From an optimization exercise on the open Yosys and OpenROAD flow, aimed at small area; shortcuts taken in it are not production practice.
In this exercise RTL edits were held to simulation tests only and were not proved equivalent to the original.

## flow/run.sh

```bash
#!/bin/bash
# synth_recipe.tcl (not shown) runs the flow's synth.tcl, then flattens the netlist and writes it again
# the make line also repeats each setting of config.mk as NAME=value (left out here)
make -C /OpenROAD-flow-scripts/flow DESIGN_CONFIG=/design/flow/config.mk WORK_HOME=/design/flow/orfs CLKGATE_MAP_FILE= SYNTH_SCRIPT=/design/flow/synth_recipe.tcl finish
```

## flow/config.mk

```make
export PLATFORM = sky130hd
export DESIGN_NAME = digital_takvim
export DESIGN_NICKNAME = digital_takvim
export VERILOG_FILES = /design/flow/design.v
export SDC_FILE = /design/flow/constraint.sdc
export NUM_CORES = 4
export LEC_CHECK = 0
export CAP_MARGIN = 20
export CORE_MARGIN = 2
export CORE_UTILIZATION = 40
export SLEW_MARGIN = 20
```

## flow/constraint.sdc

```tcl
create_clock -name core_clock -period 16.0 [get_ports {clk}]
set_input_delay 3.2000 -clock core_clock [delete_from_list [all_inputs] [get_ports {clk}]]
set_output_delay 3.2000 -clock core_clock [all_outputs]
set_load 0.01 [all_outputs]
```

## flow/design.v

```verilog
`timescale 1ns / 1ps
module seven_segment_display (
    input wire [3:0] num,
    output reg [6:0] segments
);
    always @(*) begin
        case (num)
            4'b0000: segments = 7'b1000000;  
            4'b0001: segments = 7'b1111001;  
            4'b0010: segments = 7'b0100100;  
            4'b0011: segments = 7'b0110000;  
            4'b0100: segments = 7'b0011001;  
            4'b0101: segments = 7'b0010010;  
            4'b0110: segments = 7'b0000010;  
            4'b0111: segments = 7'b1111000;  
            4'b1000: segments = 7'b0000000;  
            4'b1001: segments = 7'b0010000;  
            default: segments = 7'b1111111;
        endcase
    end
endmodule
`timescale 1ns / 1ps
module debouncer (
    input clk,           
    input reset,
    input btn_in,         
    output reg btn_out    
);
    localparam BEKLE = 16'd31;
    reg [15:0] counter;   
    reg btn_sync_0, btn_sync_1; 
    always @(posedge clk or posedge reset) begin
        if (reset) begin
            btn_sync_0 <= 0;
            btn_sync_1 <= 0;
        end else begin
            btn_sync_0 <= btn_in;
            btn_sync_1 <= btn_sync_0;
        end
    end
    always @(posedge clk or posedge reset) begin
        if (reset) begin
            counter <= 0;
            btn_out <= 0;
        end else if (btn_sync_1 == btn_out) begin
            counter <= 0; 
        end else begin
            counter <= counter + 1; 
            if (counter == BEKLE) begin
                btn_out <= ~btn_out; 
            end
        end
    end
endmodule
`timescale 1ns / 1ps
module saniye(
    input clk,
    input reset,
    input [5:0] ledSwitch,
    input stop,
    input speed,
    output reg dakika_arttir,
    output reg [5:0] saniye
    );
    localparam YAVAS_YARIM = 600;
    localparam HIZLI_YARIM = 10;
    reg [5:0] saniye_next;
    reg ledSwitch_before;
    reg [31:0] sayac;
    reg saniye_clk;
    reg saniye_tick;     
    always@* begin
        if(!speed) begin
            saniye_tick = (sayac >= YAVAS_YARIM) && !saniye_clk;
        end else begin
            saniye_tick = (sayac >= HIZLI_YARIM) && !saniye_clk;
        end
    end
    always@ (posedge clk or posedge reset) begin
        if(reset) begin
            sayac <= 0;
            saniye_clk <= 0;
        end else if(!speed) begin
            if(sayac >= YAVAS_YARIM) begin     
                sayac <= 1;
                saniye_clk <= ~saniye_clk;
            end else begin
                sayac <= sayac + 1;
            end
        end else begin
            if(sayac >= HIZLI_YARIM) begin     
                sayac <= 1;
                saniye_clk <= ~saniye_clk;
            end else begin
                sayac <= sayac + 1;
            end
        end
    end
    always@* begin
        saniye_next = saniye;
        dakika_arttir = 0;
        if(stop) begin
            if( ledSwitch!=0 ) begin
                saniye_next = ledSwitch;
            end
        end else begin
            if(saniye >= 59) begin
                saniye_next = 0;
                dakika_arttir = 1;
            end
            else begin
                saniye_next = saniye + 1;
            end
        end
    end
    always@ (posedge clk or posedge reset) begin
        if(reset) begin
            saniye <= 0;
        end else if(saniye_tick) begin
            saniye <= saniye_next;
        end
    end
endmodule
`timescale 1ns / 1ps
module dakika(
    input clk,
    input dakika_arttir,
    input reset,
    input stop,
    input arttir_buton,
    input azalt_buton,
    output reg saat_arttir,
    output reg saat_azalt,
    output reg [5:0] dakika
    );
    reg [5:0] dakika_next;
    reg kontrol, kontrol_next;
    always@* begin
        dakika_next = dakika;
        saat_arttir = 0;
        saat_azalt = 0;
        kontrol_next=kontrol;
        if(stop) begin
            if(arttir_buton && !azalt_buton && kontrol) begin
                if(dakika>=59)begin
                    dakika_next = 0;
                    saat_arttir = 1;
                end else begin
                    dakika_next = dakika + 1;
                end
                kontrol_next =0;
            end
            else if(azalt_buton && !arttir_buton && kontrol) begin
                if(dakika<=0)begin
                    dakika_next = 59;
                    saat_azalt = 1;
                end else begin
                    dakika_next = dakika - 1;
                end
                kontrol_next=0;
            end 
        end
         if(dakika_arttir && kontrol) begin
            if(dakika>=59)begin
                dakika_next = 0;
                saat_arttir = 1;
            end else begin
                dakika_next = dakika + 1;
            end
            kontrol_next=0;            
        end 
        if(!arttir_buton && !azalt_buton && !dakika_arttir) begin
            kontrol_next=1;
        end
    end
    always@(posedge clk or posedge reset) begin   
        if(reset) begin
            dakika <= 30;
            kontrol <= 1;
        end else begin
            dakika <= dakika_next;
            kontrol <= kontrol_next;
        end
    end
endmodule
`timescale 1ns / 1ps
module saat(
    input clk,
    input saat_arttir,
    input saat_azalt,
    input reset,
    input stop,
    input arttir_buton,
    input azalt_buton,
    output reg gun_arttir,
    output reg gun_azalt,
    output reg [5:0] saat
    );
    reg [5:0]saat_next;
    reg kontrol, kontrol_next;
    always@* begin
        saat_next = saat;
        gun_arttir = 0;
        gun_azalt = 0;
        kontrol_next = kontrol;
        if(stop) begin
            if(arttir_buton && !azalt_buton && kontrol) begin
                if(saat>=23)begin
                    saat_next = 0;
                    gun_arttir = 1;
                end else begin
                    saat_next = saat + 1;
                end
                kontrol_next=0;
            end
            if(((azalt_buton && !arttir_buton) || saat_azalt) && kontrol) begin
                if(saat<=0)begin
                    saat_next = 23;
                    gun_azalt = 1;
                end else begin
                    saat_next = saat - 1;
                end
                kontrol_next=0;
            end
        end
         if(saat_arttir && kontrol) begin
            if(saat>=23)begin
                saat_next = 0;
                gun_arttir = 1;
            end else begin
                saat_next = saat + 1;
            end
            kontrol_next=0;
        end
        if(!arttir_buton && !azalt_buton && !saat_arttir && !saat_azalt) begin
            kontrol_next=1;
        end
    end
    always@(posedge clk or posedge reset) begin     
        if(reset) begin
            saat <= 18;
            kontrol <= 1;
        end else begin
            saat <= saat_next;
            kontrol <= kontrol_next;
        end
    end
endmodule
`timescale 1ns / 1ps
module gun(
    input clk,
    input reset,
    input stop,
    input gun_azalt,
    input gun_arttir,
    output reg ay_arttir,
    output reg ay_azalt,
    output reg [5:0]gun
    );
    reg [5:0] gun_next;
    reg kontrol, kontrol_next;
    always @* begin
        kontrol_next = kontrol;
        gun_next = gun;
        ay_arttir = 0;
        ay_azalt = 0;
        if(gun_arttir && kontrol) begin
            if(gun>=30)begin
                gun_next = 1;
                ay_arttir = 1;
            end else begin
                gun_next = gun + 1;
            end
            kontrol_next=0;            
        end 
         if(gun_azalt && kontrol) begin
            if(gun<=1)begin
                gun_next = 30;
                ay_azalt = 1;
            end else begin
                gun_next = gun - 1;
            end
            kontrol_next=0;            
        end 
        if(!gun_arttir && !gun_azalt) begin
            kontrol_next=1;
        end
    end
    always @(posedge clk or posedge reset) begin
        if(reset) begin
            kontrol <= 1;
            gun <= 1;
        end
        else begin
            kontrol <= kontrol_next;
            gun <= gun_next;
        end
    end
endmodule
`timescale 1ns / 1ps
module ay( 
    input clk,
    input reset,
    input stop,
    input ay_azalt,
    input ay_arttir,
    output reg yil_arttir,
    output reg yil_azalt,
    output reg [5:0] ay
    );
    reg [5:0] ay_next;
    reg kontrol, kontrol_next;
    always @* begin
        kontrol_next = kontrol;
        ay_next = ay;
        yil_arttir = 0;
        yil_azalt = 0;
        if(ay_arttir && kontrol) begin
            if(ay>=12)begin
                ay_next = 1;
                yil_arttir = 1;
            end else begin
                ay_next = ay + 1;
            end
            kontrol_next=0;            
        end 
         if(ay_azalt && kontrol) begin
            if(ay<=1)begin
                ay_next = 12;
                yil_azalt = 1;
            end else begin
                ay_next = ay - 1;
            end
            kontrol_next=0;            
        end 
        if(!ay_arttir && !ay_azalt) begin
            kontrol_next=1;
        end
    end
    always @(posedge clk or posedge reset) begin
        if(reset) begin
            kontrol <= 1;
            ay <= 1;
        end
        else begin
            kontrol <= kontrol_next;
            ay <= ay_next;
        end
    end
endmodule
`timescale 1ns / 1ps
module yil(
    input clk,
    input reset,
    input stop,
    input yil_azalt,
    input yil_arttir,
    output reg [15:0] yil
    );
    reg [15:0] yil_next;
    reg kontrol, kontrol_next;
    always @* begin
        kontrol_next = kontrol;
        yil_next = yil;
        if(yil_arttir && kontrol) begin
                yil_next = yil + 1;
                kontrol_next=0;            
        end 
         if(yil_azalt && kontrol) begin
                yil_next = yil - 1;
                kontrol_next=0;            
        end 
        if(!yil_arttir && !yil_azalt) begin
            kontrol_next=1;
        end
    end
    always @(posedge clk or posedge reset) begin
        if(reset) begin
            kontrol <= 1;
            yil <= 1;
        end
        else begin
            kontrol <= kontrol_next;
            yil <= yil_next;
        end
    end
endmodule
`timescale 1ns / 1ps
module digital_takvim(
    input clk,
    input reset,
    input [5:0] LedSwitch,
    input speed,
    input Stop_buton,
    input Dakika_arttir_buton,
    input Dakika_azalt_buton,
    input Saat_arttir_buton,
    input Saat_azalt_buton,
    output reg [6:0] segment,
    output [3:0] sayac,
    output [5:0] saniye
    );
    wire [5:0] dakika, saat, gun, ay; 
    wire [15:0]yil;
    reg stop, stop_next, kontrol, kontrol_next;
    wire Dar, Sar, Saz, Gar, Gaz, Aar, Aaz, Yar, Yaz;
    reg [3:0] bcd_dakika [1:0];
    reg [3:0] bcd_saat [1:0];
    wire Saat_azalt_buton_c, Saat_arttir_buton_c, Dakika_azalt_buton_c, Dakika_arttir_buton_c, Stop_buton_c;
    saniye u_saniye(
        .clk(clk),
        .reset(reset),
        .ledSwitch(LedSwitch),
        .stop(stop),
        .speed(speed),
        .dakika_arttir(Dar),
        .saniye(saniye)
        );
    dakika u_dakika(
        .clk(clk),
        .dakika_arttir(Dar),
        .reset(reset),
        .stop(stop),
        .arttir_buton(Dakika_arttir_buton_c),
        .azalt_buton(Dakika_azalt_buton_c),
        .saat_arttir(Sar),
        .saat_azalt(Saz),
        .dakika(dakika)
        );
    saat u_saat(
        .clk(clk),
        .saat_arttir(Sar),
        .saat_azalt(Saz),
        .reset(reset),
        .stop(stop),
        .arttir_buton(Saat_arttir_buton_c),
        .azalt_buton(Saat_azalt_buton_c),
        .gun_arttir(Gar),
        .gun_azalt(Gaz),
        .saat(saat)
        );
    gun u_gun(
        .clk(clk),
        .reset(reset),
        .stop(stop),
        .gun_azalt(Gaz),
        .gun_arttir(Gar),
        .ay_arttir(Aar),
        .ay_azalt(Aaz),
        .gun(gun)
        );
    ay u_ay(
        .clk(clk),
        .reset(reset),
        .stop(stop),
        .ay_azalt(Aaz),
        .ay_arttir(Aar),
        .yil_arttir(Yar),
        .yil_azalt(Yaz),
        .ay(ay)
        );
    yil u_yil(
        .clk(clk),
        .reset(reset),
        .stop(stop),
        .yil_azalt(Yaz),
        .yil_arttir(Yar),
        .yil(yil)
        );
    wire [6:0] segD0, segD1, segS0, segS1;
    reg [3:0] sayac_next;
    reg [31:0] milisayac, milisayac_next;
    reg [3:0] sayac_r;
    assign sayac = ~sayac_r;
    seven_segment_display D0(
        .num( bcd_dakika[0] ),
        .segments(segD0)
    );
    seven_segment_display D1(
        .num( bcd_dakika[1] ),
        .segments(segD1)
    );
    seven_segment_display S0(
        .num( bcd_saat[0] ),
        .segments(segS0)
    );
    seven_segment_display S1(
        .num( bcd_saat[1] ),
        .segments(segS1)
    );
    debouncer d1(
        .clk(clk),           
        .reset(reset),
        .btn_in(Stop_buton),         
        . btn_out(Stop_buton_c)
    );
    debouncer d2(
        .clk(clk),           
        .reset(reset),
        .btn_in(Dakika_arttir_buton),         
        . btn_out(Dakika_arttir_buton_c)
    );
    debouncer d3(
        .clk(clk),           
        .reset(reset),
        .btn_in(Dakika_azalt_buton),         
        . btn_out(Dakika_azalt_buton_c)
    );
    debouncer d4(
        .clk(clk),           
        .reset(reset),
        .btn_in(Saat_arttir_buton),         
        . btn_out(Saat_arttir_buton_c)
    );
    debouncer d5(
        .clk(clk),           
        .reset(reset),
        .btn_in(Saat_azalt_buton),         
        . btn_out(Saat_azalt_buton_c)
    );
    localparam MILI = 50;
    always@* begin
        milisayac_next = milisayac;
        stop_next = stop;
        kontrol_next = kontrol;
        sayac_next = sayac_r;
        if(Stop_buton_c && kontrol) begin
            stop_next = ~stop;
            kontrol_next = 0;
        end
        else if(!Stop_buton_c) begin
            kontrol_next = 1;
        end
        bcd_dakika[0] = dakika%10;
        bcd_dakika[1] = (dakika - (dakika%10))/10;
        bcd_saat[0] = saat%10;
        bcd_saat[1] = (saat - (saat%10))/10;
        case(sayac_r)
            1:segment = segD0;
            2:segment = segD1;
            4:segment = segS0;
            8:segment = segS1;
            default:segment = 7'b1111111;
        endcase
        if(milisayac >= MILI)begin
            milisayac_next = 1;
        end else begin
            milisayac_next = milisayac + 1;
        end
        if(sayac_r==8 && milisayac == 1)begin
            sayac_next = 1;
        end else if(milisayac == 1) begin
            sayac_next = sayac_r*2;
        end
    end
    always@(posedge clk or posedge reset) begin
        if(reset) begin
            milisayac <= 1;
            stop <= 0;
            kontrol <= 1;
            sayac_r <= 1;
        end else begin
            milisayac <= milisayac_next;
            stop <= stop_next;
            kontrol <= kontrol_next;
            sayac_r <= sayac_next;
        end
    end
endmodule
```

==> flow_summary.ini <==
[outcome]
status = timing/DRC/antenna clean

[floorplan]
die_width_um = 187
fp.coreArea_um2 = 33300
dieArea_um2 = 35000
start_util_pct = 40.3
std_cell_rows = 67
ios = 31
die_h_um = 187

[worst_setup_path]
critPathKind = reg -> out
path_common_cell = ha_1
cp.required_ns = 12.80
cp.arrival_ns = 11.27
cp-start-kind = flip-flop
crit_fanout = 24
critPathMaxStageDelay_ns = 0.79
crit_slowest_cell = dfstp_2
cp-end-kind = output port

[detailed_routing]
wire_per_inst_um = 13.9
remaining_drc_errors = 0
via_count = 11505
drt_iter0_markers = 855
ant_nets = 0
routed_wl_mm = 29.0
drtPass1Iterations = 5
via_per_inst = 5.50

[cts]
htree_levels = 4
hold_buffers = 0
clk_pin_slew_ns = 0.07
clk_latency_ns = 0.42
cts_tree = built
clk_path_buf_depth = 2
cts_repair_resize_count = 0
cts_sinks = 186
cts-root-buf = clkbuf_16
postCtsSetupRepairBufs = 0
numCtsBuffers = 17

[placement]
io_buffers = 30
dp_hpwl_mm = 20.8
pre_cts_ws_ns = 2.06
place.gp.congestion = 0.853

[yosys]
syn_area_per_cell_um2 = 8.46
synth_warnings = 13
syn_inst = 1586
synth_edf_count = 0
ys.flop_type = dfrtp_1
ys_types = 101
seq_area_frac_synth_pct = 34.8
async_reset_ff_share_pct = 100
synth-seq-cells = 186
synth_area_um2 = 13400

[run]
maxCapViolCount = 0

[global_routing]
antenna_found_initial = 0
grt_max_degree = 142
grt_pass1_vias = 10962
grt_pass1_wl_mm = 51.8
grt_overflow_total = 0
gr-usage-all-layers_pct = 17.0

[layout]
layout-area-overhead-vs-synth_pct = 11.0
final_net_count = 1705
drive_gt1_share_pct = 6.94
n_antenna_cell = 0

[sta]
setup_tns_ns = 0
setup_ws_ns = 1.53
rsz0062_at_grt = false
timing_hold_violations_final = 0
skew_ns = 0.00832
max_freq_mhz = 69.1
layout_min_cycle_time_ns = 14.47
slew_viol_final = 0
maxSlewHeadroom_pct = 27.7
worstMarginPinSlew_ns = 1.08
finalCritPeriodShare_pct = 90.4
finalSetupViolCount = 0

[min_path]
hp-class = reg -> reg
-- path summary, 6_finish.rpt --
path / start / endpoint / slack [ns] / cells after the start
hold / removal: d1.btn_sync_0$_DFF_PP0_ / d1.btn_sync_1$_DFF_PP0_ / 0.35 / 0
hold reg to reg: d1.btn_sync_0$_DFF_PP0_ / d1.btn_sync_1$_DFF_PP0_ / 0.35 / 0
setup reg to reg: u_saniye.saniye[0]$_DFFE_PP0P_ / u_saat.saat[3]$_DFFE_PP0P_ / 12.58 / 11
setup / recovery: u_dakika.dakika[3]$_DFFE_PP1P_ / segment[4] / 1.53 / 33
min in group asynchronous: reset / d4.btn_sync_0$_DFF_PP0_ / 3.37 / 2
max in group asynchronous: reset / d2.counter[3]$_DFF_PP0_ / 11.48 / 3
-- critical path: cells and delay by family, from the launching register on --
kind,cells,cell delay (ns)
compound gates,13,3.81
simple gates,7,2.38
fa+ha+maj,6,1.98
buf+inv,4,0.83
flops,1,0.79
mux,2,0.64
xor+xnor,1,0.40
-- area by class of cell --
type / instances / area [um^2]
Sequential cell: 186 / 4670
Timing Repair Buffer: 45 / 413
Tap cell: 448 / 561
Clock buffer: 19 / 453
Inverter: 60 / 233
Multi-Input combinational cell: 1320 / 8420
Fill cell: 3259 / 18400
Clock inverter: 13 / 154
-- metal layers --
metal / share of wire [%] / routed length (um) / track usage (%)
met2: 45 / 13100 / 27.4
met5: 0 / 0 / 0
met4: 1.0 / 296 / 3.82
met3: 3.5 / 1010 / 2.01
met1: 50 / 14600 / 24.5
-- cell usage after synthesis (12+ instances only) --
cell / number / share of area [%]
o211ai_1: 15 / 0.84
inv_1: 60 / 1.7
nand2_1: 149 / 4.2
clkbuf_1: 45 / 1.3
a211oi_1: 24 / 1.3
and3_1: 31 / 1.4
nor3_1: 34 / 1.3
a21oi_1: 86 / 3.2
nor2_1: 193 / 5.4
dfrtp_1: 175 / 33
a31oi_1: 21 / 0.98
nand4_1: 22 / 1.0
o22ai_1: 13 / 0.61
o21ai_0: 75 / 2.8
nor4_1: 37 / 1.7
nor2b_1: 20 / 0.93
buf_2: 13 / 0.48
xor2_1: 63 / 4.1
nand3_1: 78 / 2.9
ha_1: 61 / 5.7
xnor2_1: 61 / 4.0
nand2b_1: 16 / 0.75
o221ai_1: 12 / 0.78
-- registers in the layout, summed over array words and instances, names as in the netlist, 4 cells and up --
signal           cells
u_dakika.dakika      6
u_saat.saat          6
d5.counter          16
d1.counter          16
d3.counter          16
u_saniye.sayac      32
d4.counter          16
u_saniye.saniye      6
milisayac           32
sayac_r              4
d2.counter          16
-- kinds of logic (layout without fill, tap and decap cells) --
logic type      Yosys count  after routing  share of synthesized area (%)
xor+xnor                124            124                           8.10
buf+inv                 127            137                           3.90
compound gates          429            429                           23.2
mux                      18             18                           1.42
simple gates            636            636                           22.6
other cells               1             48                         0.0280
flops                   186            186                           34.8
fa+ha+maj                65             65                           6.01
-- cells in the final DEF, fill, tap and decap left out, types with 20 or more instances in the layout --
cell               n
nor2_1           193
dfrtp_1          175
nand2_1          149
a21oi_1           86
nand3_1           78
o21ai_0           75
xor2_1            63
ha_1              61
xnor2_1           60
inv_1             59
conb_1            48
nor4_1            37
nor3_1            34
and3_1            31
clkdlybuf4s50_1   30
a211oi_1          24
nand4_1           22
a31oi_1           21
nor2b_1           20
-- metrics by stage --
stage	utilization [%]	hold WS (ns)	area (um^2)	std cells
floorplan	-	0.331	13600	1633
global placement	42.9	0.333	14300	2059
detailed placement	42.9	0.337	14300	2059
CTS	44.7	0.353	14900	2091
global route	44.8	0.359	14900	2091
finish	44.8	0.349	14900	2091

## re-timing with driven ports
In the flow no input, the clock included, has a driving cell. The finished layout below was timed again as built, in two steps. Step 1 (the two cells are an assumption about what drives the block):
set clk [get_ports {clk}]
set_driving_cell -lib_cell sky130_fd_sc_hd__clkbuf_16 $clk
set_driving_cell -lib_cell sky130_fd_sc_hd__buf_2 [delete_from_list [all_inputs] $clk]
Step 2 adds t to the input delays and takes it off the output delays; t is the mean of the earliest and latest rising clock arrival at the registers after step 1. Input paths then give back, and output paths get back, about the clock's delay inside the block. Three values: no drivers, after step 1, after step 2; two values: the first two.
shift t [ns]: 0.465
slack for setup (ns): 1.535 / 1.489 / 1.953
hold slack, ns: 0.349 / 0.349 / 0.349
worst setup path at the end: register to output
After both steps setup and hold are still met in this run. For this run, drivers alone change the setup slack by -0.046 ns; drivers and shift together by +0.418 ns.
